Source: an optimization exercise on an open RTL-to-GDS flow (aim: small area and a short achievable clock period). Production flows keep margins and buffers that such runs may drop.
At most, simulation tests tie the RTL to the original design; equivalence was not proved.

v6:
==> flow/design.v (excerpt) <==
module fp16MAC(a, b, acc, CLK, RESETn);
	input [15:0] a, b;
	input CLK, RESETn;
	output reg [15:0] acc;
	wire        pre_s;
	wire [4:0]  pre_e;
	wire [1:0]  pre_c;
	fm_mul_pre u_pre(.a(a), .b(b), .s(pre_s), .e(pre_e), .c(pre_c));
	reg        in_s;
	reg [1:0]  in_c;
	reg [4:0]  in_e;
	reg [9:0]  in_ma, in_mb;
	wire [12:0] mul_m;
	wire        mul_st;
	fm_mul_prod u_prod(.ma(in_ma), .mb(in_mb), .m(mul_m), .st(mul_st));
	reg        md_s;
	reg [1:0]  md_c;
	reg [4:0]  md_e;
	reg [12:0] md_m;
	reg        md_st;
	wire [15:0] prod_w;
	fm_mul_round u_rnd(.s(md_s), .e(md_e), .c(md_c), .m(md_m), .st(md_st), .p(prod_w));
	reg [15:0] prod;
	wire [15:0] sum_w;
	fm_add u_add(.A(acc), .B(prod), .Y(sum_w));
	always @(posedge CLK, negedge RESETn) begin
		if (!RESETn) begin
			in_s <= 1'b0;
			in_c <= 2'd0;
			md_s <= 1'b0;
			md_c <= 2'd0;
			prod <= 16'd0;
			acc  <= 16'd0;
		end else begin
			in_s <= pre_s;
			in_c <= pre_c;
			md_s <= in_s;
			md_c <= in_c;
			prod <= prod_w;
			acc  <= sum_w;
		end
	end
	always @(posedge CLK) begin
		in_e  <= pre_e;
		in_ma <= a[9:0];
		in_mb <= b[9:0];
		md_e  <= in_e;
		md_m  <= mul_m;
		md_st <= mul_st;
	end
endmodule
Size in the first run: roughly 1,600 cells after synthesis, ~0.011 sq mm of cells after synthesis.
Settings: LEC_CHECK=0, ABC_AREA=1, CAP_MARGIN=20, CORE_MARGIN=2, CORE_UTILIZATION=55, SLEW_MARGIN=20, SYNTH_HIERARCHICAL=1; clock period 15.5 ns.
standard.sh (not shown) runs the stock make flow with config.mk's settings and CLKGATE_MAP_FILE= SYNTH_SCRIPT=/design/flow/synth_recipe.tcl, a recipe that flattens the netlist after the stock synthesis.
==> flow/flow/run.sh <==
#!/bin/bash
# Own flow: the standard layout (standard.sh, unchanged ORFS scripts and
# settings) with its own synthesis script, flow/own_synth.tcl (see there).
# Floorplan, power grid, placement, clock tree and routing are the standard
# flow's.  Each make step writes its full log under orfs/logs/; the make
# output itself goes to standard.log here.
set -euo pipefail
sed -E "s#SYNTH_SCRIPT=[^ ]+#SYNTH_SCRIPT=$PWD/flow/own_synth.tcl SETUP_SLACK_MARGIN=9.8#" standard.sh > own_standard.sh
grep -q "SYNTH_SCRIPT=$PWD/flow/own_synth.tcl" own_standard.sh
bash own_standard.sh > standard.log 2>&1
==> flow/flow/abc_area.script <==
strash
dch
amap
topo
stime -c
buffer -c
upsize -c
dnsize -c
==> flow/flow/abc_fast.script <==
strash
dch
map -B 0.9
topo
stime -c
buffer -c
upsize -c
dnsize -c
==> flow/flow/own_synth.tcl <==
set own_dir [file dirname [file normalize [info script]]]
proc synth {args} {
  if {[lsearch -exact $args "fine:"] >= 0} {
    yosys synth -nofsm -noshare -noabc {*}$args
  } else {
    yosys synth -nofsm -noshare {*}$args
  }
}
proc extract_fa {args} { yosys extract_fa {*}$args fm_mul_prod }
proc keep_hierarchy {args} {
  foreach m {fm_add fm_mul_prod fm_mul_round} { yosys setattr -mod -set keep_hierarchy 1 $m }
}
proc abc {args} {
  global own_dir
  set i [expr {[lsearch -exact $args -script] + 1}]
  yosys abc {*}[lreplace $args $i $i $own_dir/abc_fast.script] fm_add
  yosys abc {*}[lreplace $args $i $i $own_dir/abc_area.script] fm_mul_prod fm_mul_round fp16MAC
}
source $::env(SCRIPTS_DIR)/synth.tcl
# left out here: clear keep_hierarchy, flatten, clean up, hide names made inside functions, write 1_2_yosys.v
> inputs changed (v6 -> v7)
--- a/flow/design.v
+++ b/flow/design.v
@@ -364,23 +364,25 @@
 	wire fc85 = (fc67 & fs68) | (fc67 & fs52) | (fs68 & fs52);
 	wire fs86 = fc68 ^ fs69 ^ fs54;
 	wire fc86 = (fc68 & fs69) | (fc68 & fs54) | (fs69 & fs54);
 	wire fs87 = fc69 ^ fs70 ^ mb[7];
 	wire fc87 = (fc69 & fs70) | (fc69 & mb[7]) | (fs70 & mb[7]);
 	wire fs88 = fc70 ^ fs71 ^ mb[8];
 	wire fc88 = (fc70 & fs71) | (fc70 & mb[8]) | (fs71 & mb[8]);
 	wire fs89 = fc71 ^ ma[9] ^ mb[9];
 	wire fc89 = (fc71 & ma[9]) | (fc71 & mb[9]) | (ma[9] & mb[9]);
 	wire [21:0] ra = {1'b0, fc89, fc88, fc87, fc86, fc85, fc84, fc83, fc82, fc81, fc80, fc79, fc78, fc77, fc76, fc75, fc74, fc73, hc72, hs72, pp_0_1, pp_0_0};
 	wire [21:0] rb = {1'b0, 1'b1, fs89, fs88, fs87, fs86, fs85, fs84, fs83, fs82, fs81, fs80, fs79, fs78, fs77, fs76, fs75, fs74, fs73, pp_2_0, pp_1_0, 1'b0};
-	wire [21:0] p = ra + rb;
+	wire [21:0] p;
+	wire        pc;
+	fm_sk #(22) u_cpa(.a(ra), .b(rb), .cin(1'b0), .sum(p), .cout(pc));
 	assign m  = p[21:9];
 	assign st = |p[8:0];
 endmodule
 module fm_mul_round(s, e, c, m, st, p);
 	input         s;
 	input  [4:0]  e;
 	input  [1:0]  c;
 	input  [12:0] m;      
 	input         st;     
 	output [15:0] p;
 	wire hi = m[12];
==> results.txt <==
- v7 vs. v6: global-route usage lower; relative max-transition margin lower; maximum frequency higher; area of all placed cells without fillers higher; met3 routing resource usage after global routing lower.
- Launch point of the critical path = acc[14]: v7; launch point of the critical path = acc[13]: v6
- Sequential share of layout area was lower in the run labelled v7.
- [compare] base=v6 new=v7: filler-free cell count of the finished design saw a decrease, final cycle utilization of the critical path has decreased.
- On chip height, v7 and v6 are neck and neck.
- v7 against v6: final setup slack of the worst path has increased; minimum clock period after layout has decreased; worst clock skew has increased.
- STATUS global-route wire length before repair: v7 wins against v6
Function was not checked in any run of this note: the RTL went through the layout flow alone.


## run A
fp16MAC, a different RTL version from the one above (not shown whole).
For scale: roughly 82 flip-flops, about 50 I/O pins, about 9400 um2 of cells after synthesis.
==> module fm_add, before the edit <==
module fm_add(A, B, Y);
	input  [15:0] A, B;
	output [15:0] Y;
	wire       sA = A[15], sB = B[15];
	wire [4:0] eA = A[14:10], eB = B[14:10];
	wire [9:0] mA = A[9:0],   mB = B[9:0];
	wire zA  = ~|eA;
	wire zB  = ~|eB;
	wire iA  = &eA;
	wire iB  = &eB;
	wire nan = (iA & |mA) | (iB & |mB);
	wire sub = sA ^ sB;
	wire [4:0] dab, dba;
	wire       cab, cba;
	fm_sk #(5) u_dab(.a(eA), .b(~eB), .cin(1'b1), .sum(dab), .cout(cab));    
	fm_sk #(5) u_dba(.a(eB), .b(~eA), .cin(1'b1), .sum(dba), .cout(cba));    
	wire [9:0] mdum;
	wire       cm;
	fm_sk #(10) u_mc(.a(mA), .b(~mB), .cin(1'b1), .sum(mdum), .cout(cm));    
	wire       d0   = cab & cba;
	wire       ge   = cab;                       
	wire       gm   = cab & (~cba | cm);         
	wire [4:0] d    = ge ? dab : dba;
	wire [4:0] emax = ge ? eA : eB;
	wire [10:0] Mbig = gm ? {1'b1, mA} : {1'b1, mB};
	wire [10:0] Msm  = gm ? {1'b1, mB} : {1'b1, mA};
	wire        sbig = gm ? sA : sB;
	wire [21:0] yal = {Msm, 11'b0} >> d;
	wire        st8 = |yal[8:0];
	wire        st9 = st8 | yal[9];
	wire        st10 = st9 | yal[10];
	wire [11:0] H;
	wire        Hc;
	fm_sk #(12) u_h(.a({1'b0, Mbig}), .b({12{sub}} ^ {1'b0, yal[21:11]}), .cin(sub & ~st10), .sum(H), .cout(Hc));
	wire        R10 = yal[10] ^ (sub & st9);
	wire        R9  = yal[9]  ^ (sub & st8);
	wire        n0 = H[11];
	wire        n1 = ~H[11] & H[10];
	wire        n2 = ~H[11] & ~H[10];
	wire [10:0] fk = ({11{n0}} & H[11:1]) | ({11{n1}} & H[10:0]) | ({11{n2}} & {H[9:0], R10});
	wire        fr = (n0 & H[0]) | (n1 & R10) | (n2 & R9);
	wire        fg = (n0 & H[1]) | (n1 & H[0]) | (n2 & R10);
	wire        fs = (n0 & st10) | (n1 & st9) | (n2 & st8);
	wire        fup = fr & (fg | fs);
	wire [10:0] fkp;
	wire        fov;
	fm_inc #(11) u_fi(.a(fk), .inc(fup), .sum(fkp), .cout(fov));
	wire [4:0]  emp1, emp2, emm1;
	wire        dc0, dc1, dc2;
	fm_inc #(5) u_e1(.a(emax), .inc(1'b1), .sum(emp1), .cout(dc0));
	fm_inc #(5) u_e2(.a(emp1), .inc(1'b1), .sum(emp2), .cout(dc1));
	fm_sk  #(5) u_e3(.a(emax), .b(5'b11111), .cin(1'b0), .sum(emm1), .cout(dc2));
	wire [4:0]  fe = n0 ? (fov ? emp2 : emp1) :
	                 n1 ? (fov ? emp1 : emax) :
	                      (fov ? emax : emm1);
	wire [14:0] far_mag = {fe, fkp[9:0]};
	wire [11:0] T = {H[10:0], R10};
	reg [3:0] lz;
	always @(*) begin
		casez (T[10:0])
			11'b1??????????: lz = 4'd0;
			11'b01?????????: lz = 4'd1;
			11'b001????????: lz = 4'd2;
			11'b0001???????: lz = 4'd3;
			11'b00001??????: lz = 4'd4;
			11'b000001?????: lz = 4'd5;
			11'b0000001????: lz = 4'd6;
			11'b00000001???: lz = 4'd7;
			11'b000000001??: lz = 4'd8;
			default:         lz = 4'd9;
		endcase
	end
	wire [10:0] V  = T[10:0] << lz;
	wire [4:0]  en;
	wire        enc;
	fm_sk #(5) u_en(.a(emax), .b(~{1'b0, lz}), .cin(1'b0), .sum(en), .cout(enc));    
	wire        nv = V[10];
	wire [15:0] near_res = nv ? {sbig, en, V[9:0]} : {6'b0, V[9:0]};
	wire near_sel = 1'b0;  
	wire [15:0] normal = near_sel ? near_res : {sbig, far_mag};
	assign Y = nan ? 16'h7c01 :
	           zA  ? B :
	           zB  ? A :
	           (iA | iB) ? (sub ? 16'h7c01 : {sA, 15'h7c00}) :
	           normal;
endmodule
==> flow/config.mk <==
export PLATFORM = sky130hd
export DESIGN_NAME = fp16MAC
export DESIGN_NICKNAME = fp16MAC
export VERILOG_FILES = /design/flow/design.v
export SDC_FILE = /design/flow/constraint.sdc
export NUM_CORES = 4
export LEC_CHECK = 0
export ABC_AREA = 1
export CAP_MARGIN = 20
export CORE_MARGIN = 2
export CORE_UTILIZATION = 55
export CTS_BUF_LIST = sky130_fd_sc_hd__clkbuf_8
export SLEW_MARGIN = 20
export SYNTH_HIERARCHICAL = 1
==> flow/constraint.sdc <==
create_clock -name core_clock -period 15.5 [get_ports {CLK}]
set_input_delay 3.1000 -clock core_clock [delete_from_list [all_inputs] [get_ports {CLK}]]
set_output_delay 3.1000 -clock core_clock [all_outputs]
set_load 0.01 [all_outputs]
==> flow/flow/run.sh <==
#!/bin/bash
# Own flow: the standard layout (standard.sh, unchanged ORFS scripts)
# with three changes:
#  - its own synthesis script, flow/own_synth.tcl (see there);
#  - repair_timing aims for 9.8 ns of setup slack (SETUP_SLACK_MARGIN),
#    i.e. it sizes the critical paths for about a 5.7 ns clock, while the
#    design is still laid out and signed off at the design's period;
#  - the ports are buffered with buf_1 cells instead of the larger delay
#    buffers buffer_ports picks by default (every port is still buffered).
# Floorplan, power grid, placement, clock tree and routing are otherwise the
# standard flow's.  Each make step writes its full log under orfs/logs/; the
# make output itself goes to standard.log here.
set -euo pipefail
cp config.mk own_config.mk
echo 'export BUFFER_PORTS_ARGS = -buffer_cell sky130_fd_sc_hd__buf_1' >> own_config.mk
sed -E -e "s#SYNTH_SCRIPT=[^ ]+#SYNTH_SCRIPT=$PWD/flow/own_synth.tcl SETUP_SLACK_MARGIN=9.8 ABC_LOAD_IN_FF=10#" \
       -e "s#DESIGN_CONFIG=[^ ]+#DESIGN_CONFIG=$PWD/own_config.mk#" standard.sh > own_standard.sh
grep -q "SYNTH_SCRIPT=$PWD/flow/own_synth.tcl" own_standard.sh
grep -q "DESIGN_CONFIG=$PWD/own_config.mk" own_standard.sh
bash own_standard.sh > standard.log 2>&1
==> flow/flow/abc_fast.script <==
strash
balance
rewrite
refactor
balance
rewrite -z
refactor -z
balance
rewrite -z
refactor -z
balance
dch
map -B 0.9
topo
stime -c
buffer -c
upsize -c
dnsize -c
Scripts as last shown in full above: flow/flow/abc_area.script, flow/flow/own_synth.tcl
diff inputs: run A => run B
--- a/flow/design.v
+++ b/flow/design.v
@@ -459,5 +459,5 @@
 	wire        nv = V[10];
 	wire [15:0] near_res = nv ? {sbig, en, V[9:0]} : {6'b0, V[9:0]};
-	wire near_sel = 1'b0;  
+	wire        near_sel = sub & (d0 | ((d == 5'd1) & ~T[11]));
 	wire [15:0] normal = near_sel ? near_res : {sbig, far_mag};
 	assign Y = nan ? 16'h7c01 :
## What came out
From run A to run B the numbers moved as follows: area of the multi-input gates went up 9.9%, multi-input gate share of the layout cell area went up by 1.2 points, final cell area excluding filler cells picked up an extra 8.1%. Run B vs run A — routed wire length rose about 20%. Run B vs run A: final estimated routing congestion in global placement up slightly. Comparing setup slack for run A and run B, the bigger number came from run A. Compared with run A, in run B height of the chip shows an increase of about 2.6%, flip-flop and latch count after synthesis shows no meaningful change, highest cell delay on the worst timing path shows no meaningful change, depth of the worst register-to-register path shows no meaningful change, non-clock buffer count shows an increase of 9.
The RTL of run A was laid out without a check of its function.


north:
fp16MAC with an RTL version that a note above also has.
Size: roughly 1400 cells after synthesis, roughly 82 flip-flops, about 50 I/O pins, ~9900 sq um of cells after synthesis.
==> module fm_add, before the edit <==
module fm_add(A, B, Y);
	input  [15:0] A, B;
	output [15:0] Y;
	wire       sA = A[15], sB = B[15];
	wire [4:0] eA = A[14:10], eB = B[14:10];
	wire [9:0] mA = A[9:0],   mB = B[9:0];
	wire zA  = ~|eA;
	wire zB  = ~|eB;
	wire iA  = &eA;
	wire iB  = &eB;
	wire nan = (iA & |mA) | (iB & |mB);
	wire sub = sA ^ sB;
	wire [4:0] dab, dba;
	wire       cab, cba;
	fm_sk #(5) u_dab(.a(eA), .b(~eB), .cin(1'b1), .sum(dab), .cout(cab));    
	fm_sk #(5) u_dba(.a(eB), .b(~eA), .cin(1'b1), .sum(dba), .cout(cba));    
	wire [9:0] mdum;
	wire       cm;
	fm_sk #(10) u_mc(.a(mA), .b(~mB), .cin(1'b1), .sum(mdum), .cout(cm));    
	wire       d0   = cab & cba;
	wire       ge   = cab;                       
	wire       gm   = cab & (~cba | cm);         
	wire [4:0] d    = ge ? dab : dba;
	wire [4:0] emax = ge ? eA : eB;
	wire [10:0] Mbig = gm ? {1'b1, mA} : {1'b1, mB};
	wire [10:0] Msm  = gm ? {1'b1, mB} : {1'b1, mA};
	wire        sbig = gm ? sA : sB;
	wire [21:0] yal = {Msm, 11'b0} >> d;
	wire        st8 = |yal[8:0];
	wire        st9 = st8 | yal[9];
	wire        st10 = st9 | yal[10];
	wire [11:0] H;
	wire        Hc;
	fm_sk #(12) u_h(.a({1'b0, Mbig}), .b({12{sub}} ^ {1'b0, yal[21:11]}), .cin(sub & ~st10), .sum(H), .cout(Hc));
	wire        R10 = yal[10] ^ (sub & st9);
	wire        R9  = yal[9]  ^ (sub & st8);
	wire        n0 = H[11];
	wire        n1 = ~H[11] & H[10];
	wire        n2 = ~H[11] & ~H[10];
	wire [10:0] fk = ({11{n0}} & H[11:1]) | ({11{n1}} & H[10:0]) | ({11{n2}} & {H[9:0], R10});
	wire        fr = (n0 & H[0]) | (n1 & R10) | (n2 & R9);
	wire        fg = (n0 & H[1]) | (n1 & H[0]) | (n2 & R10);
	wire        fs = (n0 & st10) | (n1 & st9) | (n2 & st8);
	wire        fup = fr & (fg | fs);
	wire [10:0] fkp;
	wire        fov;
	fm_inc #(11) u_fi(.a(fk), .inc(fup), .sum(fkp), .cout(fov));
	wire [4:0]  emp1, emp2, emm1;
	wire        dc0, dc1, dc2;
	fm_inc #(5) u_e1(.a(emax), .inc(1'b1), .sum(emp1), .cout(dc0));
	fm_inc #(5) u_e2(.a(emp1), .inc(1'b1), .sum(emp2), .cout(dc1));
	fm_sk  #(5) u_e3(.a(emax), .b(5'b11111), .cin(1'b0), .sum(emm1), .cout(dc2));
	wire [4:0]  fe = n0 ? (fov ? emp2 : emp1) :
	                 n1 ? (fov ? emp1 : emax) :
	                      (fov ? emax : emm1);
	wire [14:0] far_mag = {fe, fkp[9:0]};
	wire [11:0] T = {H[10:0], R10};
	reg [3:0] lz;
	always @(*) begin
		casez (T[10:0])
			11'b1??????????: lz = 4'd0;
			11'b01?????????: lz = 4'd1;
			11'b001????????: lz = 4'd2;
			11'b0001???????: lz = 4'd3;
			11'b00001??????: lz = 4'd4;
			11'b000001?????: lz = 4'd5;
			11'b0000001????: lz = 4'd6;
			11'b00000001???: lz = 4'd7;
			11'b000000001??: lz = 4'd8;
			default:         lz = 4'd9;
		endcase
	end
	wire [10:0] V  = T[10:0] << lz;
	wire [4:0]  en;
	wire        enc;
	fm_sk #(5) u_en(.a(emax), .b(~{1'b0, lz}), .cin(1'b0), .sum(en), .cout(enc));    
	wire        nv = V[10];
	wire [15:0] near_res = nv ? {sbig, en, V[9:0]} : {6'b0, V[9:0]};
	wire        near_sel = sub & (d0 | ((d == 5'd1) & ~T[11]));
	wire [15:0] normal = near_sel ? near_res : {sbig, far_mag};
	assign Y = nan ? 16'h7c01 :
	           zA  ? B :
	           zB  ? A :
	           (iA | iB) ? (sub ? 16'h7c01 : {sA, 15'h7c00}) :
	           normal;
endmodule
==> flow/config.mk <==
export PLATFORM = sky130hd
export DESIGN_NAME = fp16MAC
export DESIGN_NICKNAME = fp16MAC
export VERILOG_FILES = /design/flow/design.v
export SDC_FILE = /design/flow/constraint.sdc
export NUM_CORES = 4
export LEC_CHECK = 0
export ABC_AREA = 1
export CAP_MARGIN = 20
export CORE_MARGIN = 2
export CORE_UTILIZATION = 55
export CTS_BUF_LIST = sky130_fd_sc_hd__clkbuf_8
export SLEW_MARGIN = 20
export SYNTH_HIERARCHICAL = 1
==> flow/constraint.sdc <==
create_clock -name core_clock -period 15.5 [get_ports {CLK}]
set_input_delay 3.1000 -clock core_clock [delete_from_list [all_inputs] [get_ports {CLK}]]
set_output_delay 3.1000 -clock core_clock [all_outputs]
set_load 0.01 [all_outputs]
==> flow/flow/run.sh <==
#!/bin/bash
set -euo pipefail
cp config.mk own_config.mk
echo 'export BUFFER_PORTS_ARGS = -buffer_cell sky130_fd_sc_hd__buf_1' >> own_config.mk
sed -E -e "s#SYNTH_SCRIPT=[^ ]+#SYNTH_SCRIPT=$PWD/flow/own_synth.tcl SETUP_SLACK_MARGIN=9.8 ABC_LOAD_IN_FF=10#" \
       -e "s#DESIGN_CONFIG=[^ ]+#DESIGN_CONFIG=$PWD/own_config.mk#" standard.sh > own_standard.sh
grep -q "SYNTH_SCRIPT=$PWD/flow/own_synth.tcl" own_standard.sh
grep -q "DESIGN_CONFIG=$PWD/own_config.mk" own_standard.sh
bash own_standard.sh > standard.log 2>&1
Scripts as last shown in full above: flow/flow/abc_area.script, flow/flow/abc_fast.script, flow/flow/own_synth.tcl
Setup changes, north to south
diff --git a/flow/design.v b/flow/design.v
--- a/flow/design.v
+++ b/flow/design.v
@@ -401,11 +401,12 @@
 	fm_sk #(10) u_mc(.a(mA), .b(~mB), .cin(1'b1), .sum(mdum), .cout(cm));    
 	wire       d0   = cab & cba;
 	wire       ge   = cab;                       
-	wire       gm   = cab & (~cba | cm);         
+	wire       zz   = zA | zB;
+	wire       gm   = cab & (~cba | cm) & ~zA;   
 	wire [4:0] d    = ge ? dab : dba;
 	wire [4:0] emax = ge ? eA : eB;
 	wire [10:0] Mbig = gm ? {1'b1, mA} : {1'b1, mB};
-	wire [10:0] Msm  = gm ? {1'b1, mB} : {1'b1, mA};
+	wire [10:0] Msm  = zz ? 11'd0 : gm ? {1'b1, mB} : {1'b1, mA};
 	wire        sbig = gm ? sA : sB;
 	wire [21:0] yal = {Msm, 11'b0} >> d;
 	wire        st8 = |yal[8:0];
@@ -458,12 +459,10 @@
 	fm_sk #(5) u_en(.a(emax), .b(~{1'b0, lz}), .cin(1'b0), .sum(en), .cout(enc));    
 	wire        nv = V[10];
 	wire [15:0] near_res = nv ? {sbig, en, V[9:0]} : {6'b0, V[9:0]};
-	wire        near_sel = sub & (d0 | ((d == 5'd1) & ~T[11]));
+	wire        near_sel = sub & ~zz & (d0 | ((d == 5'd1) & ~T[11]));
 	wire [15:0] normal = near_sel ? near_res : {sbig, far_mag};
 	assign Y = nan ? 16'h7c01 :
-	           zA  ? B :
-	           zB  ? A :
-	           (iA | iB) ? (sub ? 16'h7c01 : {sA, 15'h7c00}) :
+	           ((iA | iB) & ~zz) ? (sub ? 16'h7c01 : {sA, 15'h7c00}) :
 	           normal;
 endmodule
 module fp16MAC(a, b, acc, CLK, RESETn);
--- outcome ---
- Compared south vs north, and setup slack is up in south.
- Compared with north, south shows final instance count without filler cells lower by 25.
- Compared with north, south shows a higher detailed-routing iteration count for the pre-antenna-repair pass.
- Via count in south is 43 above north.
- Compared with north, south shows a higher share of cells above drive strength 1.
- Diff north -> south | met3 global-route usage | increase of 3.7 points
Function not checked in south: the RTL went through the layout flow alone.

-- static timing again, ports no longer ideal --
How much do the figures lean on ideal ports? The routed layouts below were timed once more, with nothing changed but the port constraints. Step 1 (the two cells are an assumption about what drives the block):
set clk [get_ports {CLK}]
set_driving_cell -lib_cell sky130_fd_sc_hd__clkbuf_16 $clk
set_driving_cell -lib_cell sky130_fd_sc_hd__buf_2 [delete_from_list [all_inputs] $clk]
Step 2 adds t to the input delays and takes it off the output delays; t is the mean of the earliest and latest rising clock arrival at the registers after step 1. Input paths then give back, and output paths get back, about the clock's delay inside the block. Slacks: ideal ports / drivers / drivers and shift; pairs: ideal ports / drivers.
run | t (ns) | setup slack, ns | worst register clock-pin slew, ns
v6 | 0.374 | 10.101 / 10.101 / 10.101 | 0.07 / 0.07
v7 | 0.370 | 10.216 / 10.216 / 10.216 | 0.07 / 0.07
run A | 0.388 | 10.242 / 10.242 / 10.242 | 0.10 / 0.10
run B | 0.400 | 10.199 / 10.199 / 10.199 | 0.10 / 0.10
north | 0.400 | 10.199 / 10.199 / 10.199 | 0.10 / 0.10
south | 0.429 | 10.211 / 10.211 / 10.211 | 0.11 / 0.11
After both steps setup and hold are still met in every run listed.
